This design comes from an exercise in tuning for a short achievable clock period and few clock cycles on the open sky130 flow, not from production work.
Where RTL was checked, it was by simulation tests only, not by an equivalence proof against the original.
No activity file was given, so power comes from the tool's default toggle rates.

// fp_add
module fp_add (
  input  logic        clk,
  input  logic        rst,
  input  logic        in_vld,
  input  logic [31:0] a,
  input  logic [31:0] b,
  output logic        sum_vld,
  output logic [31:0] sum
);
Settings: LEC_CHECK=0, CAP_MARGIN=20, CORE_MARGIN=2, CORE_UTILIZATION=40, PLACE_DENSITY=0.6, SETUP_SLACK_MARGIN=5, SLEW_MARGIN=20, SYNTH_HIERARCHICAL=1; clock period 10.0 ns.
standard.sh (not shown) runs the stock make flow with config.mk's settings and CLKGATE_MAP_FILE= SYNTH_SCRIPT=/design/flow/synth_recipe.tcl, a recipe that flattens the netlist after the stock synthesis.
==> flow/flow/run.sh <==
#!/bin/bash
# Standard layout, with the port buffers made from a plain buffer cell
# (sky130_fd_sc_hd__buf_4) instead of the delay cell buffer_ports picks by
# default. The make output is kept in flow.log.
set -euo pipefail
export BUFFER_PORTS_ARGS="-buffer_cell sky130_fd_sc_hd__buf_4"
bash standard.sh > flow.log 2>&1
Edit:
==> flow/run.sh (new file) <==
#!/bin/bash
# synth_recipe.tcl (not shown) runs the flow's synth.tcl, then flattens the netlist and writes it again
# the make line also repeats each setting of config.mk as NAME=value (left out here)
make -C /OpenROAD-flow-scripts/flow DESIGN_CONFIG=/design/flow/config.mk WORK_HOME=/design/flow/orfs CLKGATE_MAP_FILE= SYNTH_SCRIPT=/design/flow/synth_recipe.tcl finish
removed: flow/flow/run.sh
removed: flow/standard.sh
=> Non-clock buffer count goes up by 261; power goes up by about 8%; via count goes up by 4.4%; wire length goes up by 8.9%; worst setup slack got worse by 16 ps; worst hold slack improved by 220 ps; cell count goes up by 4.6%; critical path depth goes up by 2; maximum frequency stays flat; combinational power goes up by 10%; global-route usage goes up by 2.0 points.
No functional check of the RTL was part of any run of this note.

---

fp_add, a different RTL version from the one above (not shown whole).
Size: ~2500 cells after synthesis, roughly 200 flip-flops, ~100 I/O pins, ~20000 µm² of cells after synthesis.
clock: 10.0 ns
lec_check: 0
cap_margin: 20
core_margin: 2
core_utilization: 40
place_density: 0.6
setup_slack_margin: 5
slew_margin: 20
run.sh (not shown) runs the stock make flow with config.mk's settings and CLKGATE_MAP_FILE= SYNTH_SCRIPT=/design/flow/synth_recipe.tcl, a recipe that flattens the netlist after the stock synthesis.
Stock flow here: none of the scripts above is used.
Testbench counts at the start, summed over its fixed seeds: cycles 80,000.
Then changed:
- SYNTH_HIERARCHICAL: not set -> 1
Global-route usage falls by 0.60 points.
Worst setup slack improved by 220 ps.
Fmax rises by 4.2%.
Power rises by 11%.
Worst hold slack got worse by 14 ps.
Wire length rises by 5.7%.
Synthesized area rises by 4.8%.
Core utilization rises by 0.99 points.
Via count rises by 7.5%.

---

fp_add, a different RTL version from the one above (not shown whole).
Size in the first run: roughly 3,100 cells after synthesis, ~100 I/O pins, roughly 0.024 mm2 of cells after synthesis.
==> flow/config.mk <==
export PLATFORM = sky130hd
export DESIGN_NAME = fp_add
export DESIGN_NICKNAME = fp_add
export VERILOG_FILES = /design/flow/design.v
export SDC_FILE = /design/flow/constraint.sdc
export NUM_CORES = 4
export LEC_CHECK = 0
export CAP_MARGIN = 20
export CORE_MARGIN = 2
export CORE_UTILIZATION = 40
export PLACE_DENSITY = 0.6
export SETUP_SLACK_MARGIN = 5
export SLEW_MARGIN = 20
export SYNTH_HIERARCHICAL = 1
==> flow/constraint.sdc <==
create_clock -name core_clock -period 10.0 [get_ports {clk}]
set_input_delay 2.0000 -clock core_clock [delete_from_list [all_inputs] [get_ports {clk}]]
set_output_delay 2.0000 -clock core_clock [all_outputs]
set_load 0.01 [all_outputs]
standard.sh (not shown) runs the stock make flow with config.mk's settings and CLKGATE_MAP_FILE= SYNTH_SCRIPT=/design/flow/synth_recipe.tcl, a recipe that flattens the netlist after the stock synthesis.
==> flow/flow/run.sh <==
#!/bin/bash
# Standard layout with two changes: the port buffers are a plain buffer cell
# (sky130_fd_sc_hd__buf_4) instead of the delay cell buffer_ports picks by
# default, and timing repair may resize a cell to one of another width
# (MATCH_CELL_FOOTPRINT=0; the platform sets 1). The make output is kept in
# flow.log.
set -euo pipefail
export BUFFER_PORTS_ARGS="-buffer_cell sky130_fd_sc_hd__buf_4"
bash standard.sh MATCH_CELL_FOOTPRINT=0 finish > flow.log 2>&1
The starting point finished clean.
Testbench counts at the start, summed over its fixed seeds: cycles 80,000.
Rerun with:
==> flow/flow/run.sh (replaced) <==
#!/bin/bash
# Standard layout, with the port buffers made from a plain buffer cell
# (sky130_fd_sc_hd__buf_4) instead of the delay cell buffer_ports picks by
# default. The make output is kept in flow.log.
set -euo pipefail
export BUFFER_PORTS_ARGS="-buffer_cell sky130_fd_sc_hd__buf_4"
bash standard.sh > flow.log 2>&1
Outcome: The changed run completed with no timing, DRC or antenna violations; setup slack gets better by 0.027 ns; power rises by 0.50%; routed wire length rises by 2.4%; worst hold slack gets better by 0.0034 ns; global-route usage rises by 0.66 points; die area does not change.

[re-timing with driven ports]
The results above use ideal ports. As a check the final layouts listed here were re-extracted and re-timed, cells and wires unchanged.
Step 1 assumes that a clkbuf_16 drives the clock port and a buf_2 every other input.
Step 2, shift: input delay + t, output delay - t, t = (earliest + latest rising clock arrival at the registers) / 2. This alone moves slack from input paths to output paths.
Three values: no drivers, after step 1, after step 2; two values: the first two.
run	shift t [ns]	setup WS [ns]	worst data-port slew with drivers (ns)
the first run of note 1	0.609	4.781 / 4.709 / 4.179	0.21
the second run of note 1	0.621	4.766 / 4.700 / 4.194	0.10
the first run of note 2	0.495	4.537 / 4.485 / 4.440	0.05
the second run of note 2	0.589	4.759 / 4.705 / 4.360	0.04
the first run of note 3	0.496	4.960 / 4.974 / 4.478	0.06
the second run of note 3	0.496	4.987 / 4.955 / 4.500	0.06
After both steps setup and hold are still met in every run listed. For the first run of note 1, which loses most, drivers alone change the setup slack by -0.072 ns; drivers and shift together by -0.602 ns.
